Source: an optimization exercise on an open RTL-to-GDS flow (aim: a short achievable clock period). Production flows keep margins and buffers that such runs may drop. At most, simulation tests tie the RTL to the original design; equivalence was not proved. Power figures rest on the tool's default switching activity, not on a simulated workload.

==> v34: inputs <==
==> flow/design.v <==
module datapath(PCload,JMPmux,IRload,Meminst,MemWr,Aload,Reset,Clock,Sub,Asel,Aeq0,Apos,IR,data_in,dataOut);
input PCload, JMPmux, IRload, Meminst, MemWr, Aload, Reset, Clock, Sub;
input [7:0] data_in;
input [1:0] Asel;
output [7:0] dataOut;
output Apos, Aeq0;
output [2:0] IR;
reg [7:0] A, IR_reg, R;
reg [4:0] PC;
reg       Aeq0_r, Apos_r;
reg [7:0] M [0:31];
reg       pend_v;
reg [4:0] pend_a;
reg [7:0] pend_d;
assign dataOut = A;
assign Aeq0 = Aeq0_r;
assign Apos = Apos_r;
assign IR = IR_reg[7:5];
wire [4:0] ia = IR_reg[4:0];
wire [7:0] rdP = (pend_v && pend_a == PC) ? pend_d : M[PC];
wire [7:0] rdI = (pend_v && pend_a == ia) ? pend_d : M[ia];
wire [7:0] sum = A + R;
wire [7:0] dif = A - R;
wire [7:0] axr = A ^ R;
wire [7:0] aor = A | R;
wire zsum = (axr == {aor[6:0], 1'b0});
wire zdif = (axr == 8'd0);
reg [7:0] A_n;
reg       z_n;
always @(*) begin
  case (Asel)
    2'd0: begin A_n = Sub ? dif : sum; z_n = Sub ? zdif : zsum; end
    2'd1: begin A_n = data_in;         z_n = (data_in == 8'd0); end
    2'd2: begin A_n = R;               z_n = (R == 8'd0); end
    default: begin A_n = 8'd0;         z_n = 1'b1; end
  endcase
end
always @(posedge Clock) begin
  if (Reset) begin
    A <= 8'd0; Aeq0_r <= 1'b1; Apos_r <= 1'b1;
  end else if (Aload) begin
    A <= A_n; Aeq0_r <= z_n; Apos_r <= ~A_n[7];
  end
  if (Reset) IR_reg <= 8'd0;
  else if (IRload) IR_reg <= R;
  if (Reset) PC <= 5'd0;
  else if (PCload) PC <= JMPmux ? ia : PC + 5'd1;
  if (!MemWr) R <= Meminst ? rdI : rdP;
  pend_v <= MemWr;
  pend_a <= Meminst ? ia : PC;
  pend_d <= A;
  if (pend_v) M[pend_a] <= pend_d;
end
endmodule
==> flow/run.sh <==
#!/bin/bash
# synth_recipe.tcl (not shown) runs the flow's synth.tcl, then flattens the netlist and writes it again
# the make line also repeats each setting of config.mk as NAME=value (left out here)
make -C /OpenROAD-flow-scripts/flow DESIGN_CONFIG=/design/flow/config.mk WORK_HOME=/design/flow/orfs CLKGATE_MAP_FILE= SYNTH_SCRIPT=/design/flow/synth_recipe.tcl finish
==> flow/config.mk <==
export PLATFORM = sky130hd
export DESIGN_NAME = datapath
export DESIGN_NICKNAME = datapath
export VERILOG_FILES = /design/flow/design.v
export SDC_FILE = /design/flow/constraint.sdc
export NUM_CORES = 4
export LEC_CHECK = 0
export CAP_MARGIN = 20
export CORE_MARGIN = 2
export CORE_UTILIZATION = 40
export SETUP_SLACK_MARGIN = 3.0
export SLEW_MARGIN = 20
==> flow/constraint.sdc <==
create_clock -name core_clock -period 4.0 [get_ports {Clock}]
set_input_delay 0.8000 -clock core_clock [delete_from_list [all_inputs] [get_ports {Clock}]]
set_output_delay 0.8000 -clock core_clock [all_outputs]
set_load 0.01 [all_outputs]
==> v28 (differences from v34) <==
==> flow/design.v (replaced) <==
module datapath(PCload,JMPmux,IRload,Meminst,MemWr,Aload,Reset,Clock,Sub,Asel,Aeq0,Apos,IR,data_in,dataOut);
input PCload, JMPmux, IRload, Meminst, MemWr, Aload, Reset, Clock, Sub;
input [7:0] data_in;
input [1:0] Asel;
output [7:0] dataOut;
output Apos, Aeq0;
output [2:0] IR;
reg [7:0]  A;         
reg        Aeq0_r;    
reg        Apos_r;    
reg [2:0]  op;        
reg [31:0] ia_oh;     
reg [31:0] pc_oh;     
reg [7:0]  R;         
assign dataOut = A;
assign Aeq0 = Aeq0_r;
assign Apos = Apos_r;
assign IR = op;
wire [31:0] we;
wire [7:0]  M [0:31];
genvar gi;
generate
  for (gi = 0; gi < 32; gi = gi + 1) begin : word
    reg [7:0] w;
    assign we[gi] = MemWr & (Meminst ? ia_oh[gi] : pc_oh[gi]);
    always @(posedge Clock)
      if (we[gi]) w <= A;
    assign M[gi] = w;
  end
endgenerate
reg [7:0] rdP, rdI;
integer k;
always @(*) begin
  rdP = 8'd0;
  rdI = 8'd0;
  for (k = 0; k < 32; k = k + 1) begin
    rdP = rdP | ({8{pc_oh[k]}} & M[k]);
    rdI = rdI | ({8{ia_oh[k]}} & M[k]);
  end
end
wire selR = MemWr;
wire selI = ~MemWr & Meminst;
wire selP = ~MemWr & ~Meminst;
wire [7:0] R_n = ({8{selR}} & R) | ({8{selI}} & rdI) | ({8{selP}} & rdP);
function [7:0] padd;
  input [7:0] a, b;
  input       cin;
  reg [7:0] g, p, G, P, G2, P2, G3, P3;
  reg [8:0] c;
  integer i;
  begin
    g = a & b;
    p = a ^ b;
    g[0] = g[0] | (p[0] & cin);
    for (i = 0; i < 8; i = i + 1) begin
      if (i >= 1) begin G[i] = g[i] | (p[i] & g[i-1]); P[i] = p[i] & p[i-1]; end
      else        begin G[i] = g[i];                   P[i] = p[i]; end
    end
    for (i = 0; i < 8; i = i + 1) begin
      if (i >= 2) begin G2[i] = G[i] | (P[i] & G[i-2]); P2[i] = P[i] & P[i-2]; end
      else        begin G2[i] = G[i];                    P2[i] = P[i]; end
    end
    for (i = 0; i < 8; i = i + 1) begin
      if (i >= 4) begin G3[i] = G2[i] | (P2[i] & G2[i-4]); P3[i] = P2[i] & P2[i-4]; end
      else        begin G3[i] = G2[i];                      P3[i] = P2[i]; end
    end
    padd[0] = a[0] ^ b[0] ^ cin;
    for (i = 1; i < 8; i = i + 1)
      padd[i] = p[i] ^ G3[i-1];
  end
endfunction
wire [7:0] sum = padd(A, R, 1'b0);
wire [7:0] dif = padd(A, ~R, 1'b1);
wire [7:0] axr = A ^ R;
wire [7:0] aor = A | R;
wire zsum = (axr == {aor[6:0], 1'b0});    
wire zdif = (axr == 8'd0);                
reg [7:0] A_n;
reg       z_n;
always @(*) begin
  case (Asel)
    2'd0:    begin A_n = Sub ? dif : sum; z_n = Sub ? zdif : zsum; end
    2'd1:    begin A_n = data_in;         z_n = (data_in == 8'd0); end
    2'd2:    begin A_n = R;               z_n = (R == 8'd0); end
    default: begin A_n = 8'd0;            z_n = 1'b1; end
  endcase
end
always @(posedge Clock) begin
  R <= R_n;
  if (Reset) begin
    A <= 8'd0; Aeq0_r <= 1'b1; Apos_r <= 1'b1;
  end else if (Aload) begin
    A <= A_n; Aeq0_r <= z_n; Apos_r <= ~A_n[7];
  end
  if (Reset) begin
    op <= 3'd0; ia_oh <= 32'd1;
  end else if (IRload) begin
    op <= R[7:5]; ia_oh <= 32'd1 << R[4:0];
  end
  if (Reset) pc_oh <= 32'd1;
  else if (PCload) pc_oh <= JMPmux ? ia_oh : {pc_oh[30:0], pc_oh[31]};
end
endmodule
==> notes <==
v28 completed without violations. v34 passed the timing, design-rule and antenna checks.
Area after synthesis: v34 is lower than v28 (1.5%).
Between v28 and v34, the lower clock skew is in v34 (gap 0.013 ns).
Against v34, the via count of v28 is higher by 51%.
Of v28 and v34, v28 has the higher register-to-register slack (gap 0.22 ns).
Against v28, the die area of v34 is smaller by 1.5%.
Against v28, the cell area of v34 is lower by 13%.
Against v28, the first-iteration DRC count of v34 is smaller by 64%.
==> figures <==
	v34	v28
Status	finished clean	finished clean
Final design utilization	0.539	0.609
Hold path endpoint	pend_v$_DFF_P_	op[2]$_SDFFE_PP0P_
Internal power	6390 uW	7010 uW
Vias/cell	6.13	7.23
Buffer count from post-CTS setup fixing	104	189
Worst reg2reg endpoint	A[5]$_SDFFE_PP0P_	A[6]$_SDFFE_PP0P_
# clock sinks	311	341
Number of different library cells in the post-synthesis netlist	66	54
Power attributed to combinational cells	1650 uW	1970 uW
Cell with the biggest individual delay on the critical path	edfxtp_1	dfxtp_4
Post-place instance area	0.0162 sq mm	0.0164 sq mm
Pre-CTS setup slack	0.749 ns	1.12 ns
Post-Synth XOR/XNOR Area	0.0140	0.00747
Y dimension of the die	198 microns	199 microns
No run of this note included a check of the RTL's function; only the layout flow was run.

---

==> harbor: inputs <==
Another version of the RTL of datapath (not shown whole).
==> module datapath, before the edit <==
module datapath(PCload,JMPmux,IRload,Meminst,MemWr,Aload,Reset,Clock,Sub,Asel,Aeq0,Apos,IR,data_in,dataOut);
input PCload, JMPmux, IRload, Meminst, MemWr, Aload, Reset, Clock, Sub;
input [7:0] data_in;
input [1:0] Asel;
output [7:0] dataOut;
output Apos, Aeq0;
output [2:0] IR;
reg [7:0]  A;         
reg        Aeq0_r;    
reg        Apos_r;    
reg [2:0]  op;        
reg [31:0] ia_oh;     
reg [31:0] pc_oh;     
reg [7:0]  R;         
assign dataOut = A;
assign Aeq0 = Aeq0_r;
assign Apos = Apos_r;
assign IR = op;
wire [31:0] we;
wire [7:0]  M [0:31];
genvar gi;
generate
  for (gi = 0; gi < 32; gi = gi + 1) begin : word
    reg [7:0] w;
    assign we[gi] = MemWr & (Meminst ? ia_oh[gi] : pc_oh[gi]);
    always @(posedge Clock)
      if (we[gi]) w <= A;
    assign M[gi] = w;
  end
endgenerate
reg [7:0] rdP, rdI;
integer k;
always @(*) begin
  rdP = 8'd0;
  rdI = 8'd0;
  for (k = 0; k < 32; k = k + 1) begin
    rdP = rdP | ({8{pc_oh[k]}} & M[k]);
    rdI = rdI | ({8{ia_oh[k]}} & M[k]);
  end
end
wire selR = MemWr;
wire selI = ~MemWr & Meminst;
wire selP = ~MemWr & ~Meminst;
wire [7:0] R_n = ({8{selR}} & R) | ({8{selI}} & rdI) | ({8{selP}} & rdP);
wire [7:0] a = A;
wire [7:0] b = R ^ {8{Sub}};
wire [7:0] g = a & b;
wire [7:0] t = a | b;
wire [7:0] G1, T1, G2, T2, G4, c, sum;
assign G1[0] = (a[0] & (R[0] | Sub)) | (Sub & ~R[0]);
assign T1[0] = t[0];
genvar gi2;
generate
  for (gi2 = 1; gi2 < 8; gi2 = gi2 + 1) begin : pfx1
    if (gi2 == 1)
      assign G1[1] = g[1] | (t[1] & a[0] & (R[0] | Sub)) | (t[1] & Sub & ~R[0]);
    else
      assign G1[gi2] = g[gi2] | (t[gi2] & g[gi2-1]);
    assign T1[gi2] = t[gi2] & t[gi2-1];
  end
  for (gi2 = 0; gi2 < 8; gi2 = gi2 + 1) begin : pfx2
    if (gi2 >= 2) begin
      assign G2[gi2] = G1[gi2] | (T1[gi2] & G1[gi2-2]);
      assign T2[gi2] = T1[gi2] & T1[gi2-2];
    end else begin
      assign G2[gi2] = G1[gi2];
      assign T2[gi2] = T1[gi2];
    end
  end
  for (gi2 = 0; gi2 < 8; gi2 = gi2 + 1) begin : pfx4
    if (gi2 >= 4) assign G4[gi2] = G2[gi2] | (T2[gi2] & G2[gi2-4]);
    else          assign G4[gi2] = G2[gi2];
  end
endgenerate
assign c = {G4[6:0], Sub};
assign sum = (a ^ c) ^ b;
wire [7:0] zbit;
assign zbit[0] = ~((a[0] ^ Sub) ^ b[0]);
generate
  for (gi2 = 1; gi2 < 8; gi2 = gi2 + 1) begin : zs
    assign zbit[gi2] = ~((a[gi2] ^ t[gi2-1]) ^ b[gi2]);
  end
endgenerate
wire zsum = &zbit;
wire       aS = ~Reset & Aload & (Asel == 2'd0);    
wire       aD = ~Reset & Aload & (Asel == 2'd1);    
wire       aR = ~Reset & Aload & (Asel == 2'd2);    
wire       aH = ~Reset & ~Aload;                    
wire [7:0] oth = ({8{aD}} & data_in) | ({8{aR}} & R) | ({8{aH}} & A);
wire [7:0] A_n = ({8{aS}} & sum) | oth;
wire zoth = (aD & (data_in == 8'd0)) | (aR & (R == 8'd0)) | (aH & Aeq0_r) | Reset | (Aload & (Asel == 2'd3));
wire z_n  = (aS & zsum) | zoth;
always @(posedge Clock) begin
  R <= R_n;
  A <= A_n;
  Aeq0_r <= z_n;
  Apos_r <= ~A_n[7];
  if (Reset) begin
    op <= 3'd0; ia_oh <= 32'd1;
  end else if (IRload) begin
    op <= R[7:5]; ia_oh <= 32'd1 << R[4:0];
  end
  if (Reset) pc_oh <= 32'd1;
  else if (PCload) pc_oh <= JMPmux ? ia_oh : {pc_oh[30:0], pc_oh[31]};
end
endmodule
make LEC_CHECK=0 CAP_MARGIN=20 CORE_MARGIN=2 CORE_UTILIZATION=40 SETUP_SLACK_MARGIN=3.0 SLEW_MARGIN=20 finish   # period 4.0 ns
run.sh (not shown) runs the stock make flow with config.mk's settings and CLKGATE_MAP_FILE= SYNTH_SCRIPT=/design/flow/synth_recipe.tcl, a recipe that flattens the netlist after the stock synthesis.
==> garnet: changes against harbor <==
==> flow/design.v (replaced) <==
module Mux4to1_8bits(selector, in0, in1,in2,outData);
input[1:0] selector;
input[7:0] in0,in1,in2;
output reg[7:0] outData;
always @ (*)
	if( selector == 2'b00)
		outData = in0;
	else if( selector == 2'b01)
		outData = in1;
	else if( selector == 2'b10)
		outData = in2;
	else
		outData = 8'b00000000;
endmodule
module Register_8bits(load, register_input, out,clear,clock);
input load, clock,clear;
input [7:0] register_input;
output reg[7:0] out;
always @ (posedge clock)
	if(clear == 1 )
		out <= 8'b00000000;
	else
	begin
      if(load == 1)
        out <= register_input;
      else
        out <= out;
	end
endmodule
module Register_5bits(register_in, load, out ,clear,clock);
input[4:0] register_in;
input load, clear, clock;
output reg[4:0] out;
always @ (posedge clock)
	if(clear == 1 )
		out <= 5'b00000;
	else
	begin
      if(load == 1)
        out <= register_in;
      else
        out <= out;
	end
endmodule
module RAM_8bits(address, WE,dataIn, dataOut, clock);
input [7:0] dataIn;
input [4:0] address;
input WE, clock;
output reg[7:0] dataOut;
reg [7:0] RAM[0:31];
always @ (posedge clock)
	if( WE == 1)
		RAM[address] <= dataIn;
	else
		dataOut <= RAM[address];
endmodule
module datapath(PCload,JMPmux,IRload,Meminst,MemWr,Aload,Reset,Clock,Sub,Asel,Aeq0,Apos,IR,data_in,dataOut);
input PCload, JMPmux, IRload, Meminst, MemWr,Aload,Reset,Clock,Sub;
input[7:0] data_in;
wire[7:0] data_out;
output[7:0] dataOut;
input[1:0] Asel;
output Apos,Aeq0;
output[2:0] IR;
wire[7:0] RAM_out, IR_out;
wire[7:0] mux4to1_out;
wire[4:0] increment_out, PC_out, RAM_address;
reg[4:0] JMPmux_out, Meminst_out;
reg[7:0] subadd_out;
Mux4to1_8bits mux4to1(Asel, subadd_out, data_in , RAM_out ,mux4to1_out);
Register_8bits ARegister(Aload, mux4to1_out, data_out, Reset, Clock);
assign dataOut = data_out;
assign Aeq0 = data_out == 0 ? 1:0;
assign Apos = ~data_out[7];
RAM_8bits RAM(Meminst_out, MemWr , data_out, RAM_out, Clock);
always @ (Sub, data_out, RAM_out)
	if(Sub == 1)
		subadd_out = data_out - RAM_out;
	else
		subadd_out = data_out + RAM_out;
Register_8bits IRRegister(IRload, RAM_out, IR_out, Reset, Clock);
assign IR = IR_out[7:5];
always @ (*)
    if(JMPmux == 1)
        JMPmux_out = IR_out[4:0];
    else
        JMPmux_out = increment_out;
Register_5bits registerPC(JMPmux_out, PCload, PC_out , Reset, Clock);
always @ (Meminst , IR_out[4:0] , PC_out)
    if(Meminst == 1)
        Meminst_out = IR_out[4:0];
    else
        Meminst_out = PC_out;
assign increment_out = PC_out + 1'b1;
endmodule
==> quartz: changes against harbor <==
==> flow/design.v (replaced) <==
module datapath(PCload,JMPmux,IRload,Meminst,MemWr,Aload,Reset,Clock,Sub,Asel,Aeq0,Apos,IR,data_in,dataOut);
input PCload, JMPmux, IRload, Meminst, MemWr, Aload, Reset, Clock, Sub;
input [7:0] data_in;
input [1:0] Asel;
output [7:0] dataOut;
output Apos, Aeq0;
output [2:0] IR;
reg [7:0]  A;         
reg        Aeq0_r;    
reg        Apos_r;    
reg [2:0]  op;        
reg [31:0] ia_oh;     
reg [31:0] pc_oh;     
reg [7:0]  R;         
assign dataOut = A;
assign Aeq0 = Aeq0_r;
assign Apos = Apos_r;
assign IR = op;
wire [31:0] we;
wire [7:0]  M [0:31];
genvar gi;
generate
  for (gi = 0; gi < 32; gi = gi + 1) begin : word
    reg [7:0] w;
    assign we[gi] = MemWr & (Meminst ? ia_oh[gi] : pc_oh[gi]);
    always @(posedge Clock)
      if (we[gi]) w <= A;
    assign M[gi] = w;
  end
endgenerate
reg [7:0] rdP, rdI;
integer k;
always @(*) begin
  rdP = 8'd0;
  rdI = 8'd0;
  for (k = 0; k < 32; k = k + 1) begin
    rdP = rdP | ({8{pc_oh[k]}} & M[k]);
    rdI = rdI | ({8{ia_oh[k]}} & M[k]);
  end
end
wire selR = MemWr;
wire selI = ~MemWr & Meminst;
wire selP = ~MemWr & ~Meminst;
wire [7:0] R_n = ({8{selR}} & R) | ({8{selI}} & rdI) | ({8{selP}} & rdP);
function [7:0] padd;
  input [7:0] a, b;
  input       cin;
  reg [7:0] g, p, G, P, G2, P2, G3, P3;
  reg [8:0] c;
  integer i;
  begin
    g = a & b;
    p = a ^ b;
    g[0] = g[0] | (p[0] & cin);
    for (i = 0; i < 8; i = i + 1) begin
      if (i >= 1) begin G[i] = g[i] | (p[i] & g[i-1]); P[i] = p[i] & p[i-1]; end
      else        begin G[i] = g[i];                   P[i] = p[i]; end
    end
    for (i = 0; i < 8; i = i + 1) begin
      if (i >= 2) begin G2[i] = G[i] | (P[i] & G[i-2]); P2[i] = P[i] & P[i-2]; end
      else        begin G2[i] = G[i];                    P2[i] = P[i]; end
    end
    for (i = 0; i < 8; i = i + 1) begin
      if (i >= 4) begin G3[i] = G2[i] | (P2[i] & G2[i-4]); P3[i] = P2[i] & P2[i-4]; end
      else        begin G3[i] = G2[i];                      P3[i] = P2[i]; end
    end
    padd[0] = a[0] ^ b[0] ^ cin;
    for (i = 1; i < 8; i = i + 1)
      padd[i] = p[i] ^ G3[i-1];
  end
endfunction
wire [7:0] sum = padd(A, R, 1'b0);
wire [7:0] dif = padd(A, ~R, 1'b1);
wire [7:0] axr = A ^ R;
wire [7:0] aor = A | R;
wire zsum = (axr == {aor[6:0], 1'b0});    
wire zdif = (axr == 8'd0);                
reg [7:0] A_n;
reg       z_n;
always @(*) begin
  case (Asel)
    2'd0:    begin A_n = Sub ? dif : sum; z_n = Sub ? zdif : zsum; end
    2'd1:    begin A_n = data_in;         z_n = (data_in == 8'd0); end
    2'd2:    begin A_n = R;               z_n = (R == 8'd0); end
    default: begin A_n = 8'd0;            z_n = 1'b1; end
  endcase
end
always @(posedge Clock) begin
  R <= R_n;
  if (Reset) begin
    A <= 8'd0; Aeq0_r <= 1'b1; Apos_r <= 1'b1;
  end else if (Aload) begin
    A <= A_n; Aeq0_r <= z_n; Apos_r <= ~A_n[7];
  end
  if (Reset) begin
    op <= 3'd0; ia_oh <= 32'd1;
  end else if (IRload) begin
    op <= R[7:5]; ia_oh <= 32'd1 << R[4:0];
  end
  if (Reset) pc_oh <= 32'd1;
  else if (PCload) pc_oh <= JMPmux ? ia_oh : {pc_oh[30:0], pc_oh[31]};
end
endmodule
- ABC_CLOCK_PERIOD_IN_PS: default -> 1000
==> comparison <==
Against quartz, the register-to-register slack of garnet is worse by 190 ps. Sequential power: garnet < quartz < harbor. Synthesized cell count, highest first: harbor, quartz, garnet. Sequential share of layout area: garnet > quartz > harbor. Core utilization: harbor is lower than garnet (0.78 points). The lowest non-clock buffer count belongs to garnet, the highest to quartz. Against garnet, the worst setup slack of harbor is higher by 630 ps.
==> figures <==
Fraction of area in clock buffers and inverters: harbor 5.35%; garnet 5.11%; quartz 5.71%
Pwr Total: harbor 9.61 mW; garnet 7.75 mW; quartz 9.89 mW
Final wirelength: harbor 82600 um; garnet 41100 um; quartz 88000 um
Iteration-0 DRC Markers: harbor 2644; garnet 929; quartz 3032
Vias per cell: harbor 7.18; garnet 5.96; quartz 7.23
Crit path kind: harbor reg2out; garnet reg2out; quartz reg2reg
Placeable core region: harbor 0.0378 mm^2; garnet 0.0295 mm^2; quartz 0.0376 mm^2
Fraction of the mapped netlist area in simple logic gates: harbor 9.99%; garnet 6.31%; quartz 9.08%
GR Util met2: harbor 56.0%; garnet 37.4%; quartz 58.9%
Xor/xnor share of the synthesized area: harbor 1.34%; garnet 0.810%; quartz 0.747%
Status: harbor timing/DRC/antenna clean; garnet timing/DRC/antenna clean; quartz timing/DRC/antenna clean
Post-route design area: harbor 0.0229 mm^2; garnet 0.0181 mm^2; quartz 0.0229 mm^2
Seq/Total Area, Yosys: harbor 61.2%; garnet 70.1%; quartz 61.6%
Power attributed to combinational cells: harbor 1.87 mW; garnet 1.67 mW; quartz 1.97 mW
Met1 GRT Util: harbor 48.8%; garnet 37.1%; quartz 53.9%
Number of antenna violations at the first check in global routing: harbor 4; garnet 2; quartz 1
Only the layout flow was run in quartz; the RTL was not checked for function there.

re-timing with driven ports:
No port has a modelled driver above. Below, the same layouts with a new extraction and two added sets of constraints.
Step 1: set_driving_cell puts a clkbuf_16 on Clock and a buf_2 on each other input, an assumption about the parent block.
Step 2 adds t to the input delays and takes it off the output delays; t is the mean of the earliest and latest rising clock arrival at the registers after step 1. Input paths then give back, and output paths get back, about the clock's delay inside the block.
a / b / c = ideal ports / drivers / drivers and shift; a / b = the first two.
| run | shift t [ns] | setup WS [ns] | clock arrival spread, ns |
|---|---|---|---|
| v34 | 0.558 | 1.514 / 1.514 / 1.000 | 0.022 / 0.023 |
| v28 | 0.633 | 1.733 / 1.733 / 1.198 | 0.034 / 0.034 |
| harbor | 0.607 | 2.031 / 1.974 / 1.507 | 0.019 / 0.019 |
| garnet | 0.591 | 1.402 / 1.355 / 1.057 | 0.016 / 0.017 |
| quartz | 0.633 | 1.733 / 1.733 / 1.198 | 0.034 / 0.034 |
After both steps every run listed still meets setup and hold.
